What follows belongs to an exercise in optimizing a design on an open flow for small area; a production flow would make more cautious choices. Function was checked by simulation only, so behaviour that the tests miss may differ from the original.

Setup of east:
## cpu_top
module cpu_top (
    input         clk,
    input         rst_n,
    input  [3:0]  prog_nibble_in,
    input prog_nibble_in_valid,
    output [3:0]  prog_nibble_out,
    output        prog_out_valid,
    output        prog_done,
    output [11:0] mem_addr,
    output [31:0] mem_wdata,
    input  [31:0] mem_rdata,
    output        mem_wen,
    output        mem_cen
);
Settings: LEC_CHECK=0, ABC_AREA=1, CAP_MARGIN=20, CORE_MARGIN=2, CORE_UTILIZATION=60, CTS_BUF_LIST=sky130_fd_sc_hd__clkbuf_8, CTS_CLUSTER_DIAMETER=60, CTS_CLUSTER_SIZE=16, SLEW_MARGIN=20; clock period 250.0 ns.
standard.sh (not shown) runs the stock make flow with config.mk's settings and CLKGATE_MAP_FILE= SYNTH_SCRIPT=/design/flow/synth_recipe.tcl, a recipe that flattens the netlist after the stock synthesis.
==> flow/flow/run.sh <==
#!/bin/bash
# The standard layout (standard.sh, unchanged), with the port buffers
# made from the smallest buffer cell and no dummy loads in the clock tree.
set -o pipefail
export BUFFER_PORTS_ARGS="-buffer_cell sky130_fd_sc_hd__buf_1"
export CTS_ARGS="-sink_clustering_enable -repair_clock_nets -sink_clustering_size 16 -sink_clustering_max_diameter 60 -buf_list sky130_fd_sc_hd__clkbuf_8 -dont_use_dummy_load"
bash standard.sh > standard.log 2>&1
> inputs changed (east -> west)
--- a/flow/design.v
+++ b/flow/design.v
@@ -194,28 +194,31 @@
             if (gi < 16) begin : g_rm
                 assign r = (qsel || is_mul) ? s : t;
             end else begin : g_rd
                 assign r = qsel ? s : t;
             end
         end
     endgenerate
     wire [15:0] r15 = g_div[15].r;
     wire [22:0] r22 = g_div[22].r;
     wire [31:0] r31 = {g_div[DK+8].g_ext.re, g_div[DK+8].r};
-    wire [31:0] md_low  = is_mul ? {r15, mlo, P[39:32]} : {P[45:23], qf};
+    wire [31:0] md_low  = is_mul ? {r15, mlo, P[39:32]} : {W[31:9], qf};
     wire        a_sub = (cmd == C_SUB);
-    wire [31:0] ax = (cmd == C_INC) ? 32'd0 : W;
-    wire [31:0] ay = {32{st_wait}} & (mem_rdata ^ {32{a_sub}});
+    wire [31:0] ax = (cmd == C_INC || cmd == C_INV || cmd == C_READ || cmd == C_RSEQ) ? 32'd0 : W;
+    wire [31:0] ay = {32{st_wait}} & (mem_rdata ^ {32{a_sub || cmd == C_INV}});
     wire        aci = a_sub || (cmd == C_INC) || (cmd == C_WINC);
     wire [31:0] asum;
     wire        aco;
     rca #(32) u_alu (.a(ax), .b(ay), .ci(aci), .s(asum), .co(aco));
+    wire        l_and = (cmd == C_AND) || (cmd == C_OR);
+    wire        l_xor = (cmd == C_XOR) || (cmd == C_OR);
+    wire [31:0] lres = ((W & mem_rdata) & {32{l_and}}) | ((W ^ mem_rdata) & {32{l_xor}});
     reg [2:0] next_state;
     always @(*) begin
         next_state = state;
         case (state)
             S_IDLE: if (frame_valid) next_state = S_DEC;
             S_DEC:  next_state = S_EXE;
             S_EXE:
                 if (is_fill && !cnt_max)
                     next_state = S_EXE;
                 else if (cmd == C_WINC && !cnt_max)
@@ -315,34 +318,31 @@
                     W <= asum;
                 else if (is_div && eq2)
                     W <= r31;
             end
             S_MEM: begin
                 if (is_arith && eq2) W <= mem_rdata;
                 if (is_mul) P[31:0] <= macc;
             end
             S_WAIT: begin
                 case (cmd)
-                    C_READ, C_RSEQ: W <= mem_rdata;
-                    C_INC, C_ADD, C_SUB: W <= asum;
-                    C_INV: W <= ~mem_rdata;
-                    C_AND: W <= W & mem_rdata;
-                    C_OR:  W <= W | mem_rdata;
-                    C_XOR: W <= W ^ mem_rdata;
+                    C_READ, C_RSEQ, C_INC, C_INV, C_ADD, C_SUB: W <= asum;
+                    C_AND, C_OR, C_XOR: W <= lres;
                     C_MUL: if (eq3) W <= macc;
                     default: ;
                 endcase
                 if (is_mul) begin
                     P[31:0] <= macc;
                     if (eq2) P[47:32] <= {mem_rdata[31:24], mlo};
                 end
-                else        P <= {qn, r22};
+                else        P[22:0] <= r22;
+                if (is_div && eq2) W[31:9] <= qn;
             end
             default: ;
         endcase
     end
     assign frame_ready = st_idle;
     assign cmd_start = (state == S_DEC);
     assign cmd_busy = !st_idle;
     assign cmd_result = W;
     assign cmd_result_valid = (state == S_SER1) ||
         (st_done && (cmd == C_READ || cmd == C_RSEQ || cmd == C_INC || cmd == C_INV));
==> comparison <==
Area of combinational cells with multiple inputs (west over east): decrease, about 3.3%
Summary of west over east: critical path depth has increased, standard-cell row count has decreased, cell area after layout has decreased.

==> what the ideal ports hide <==
How much do the figures lean on ideal ports? The routed layouts below were timed once more, with nothing changed but the port constraints. Step 1 sets driving cells, clkbuf_16 on the clock port and buf_2 on the other inputs (assumed; they add their load-dependent delay and slew). Step 2 also shifts input and output timing later by t, the mid clock arrival at the registers, as if the neighbouring blocks saw the same clock. Slacks: ideal / step 1 / step 2; pairs: ideal / step 1.
run	shift t [ns]	setup WS [ns]	worst hold slack (ns)	worst setup path at the end	cell pins on the clock port's net
east	0.671	9.358 / 9.329 / 9.329	0.440 / 0.440 / 0.440	input to output	1
west	0.663	12.246 / 12.219 / 12.219	0.425 / 0.425 / 0.425	input to output	1
After both steps setup and hold are still met in every run listed. The setup slack of east, which loses most, moves by -0.029 ns with the drivers and by -0.029 ns with both steps.
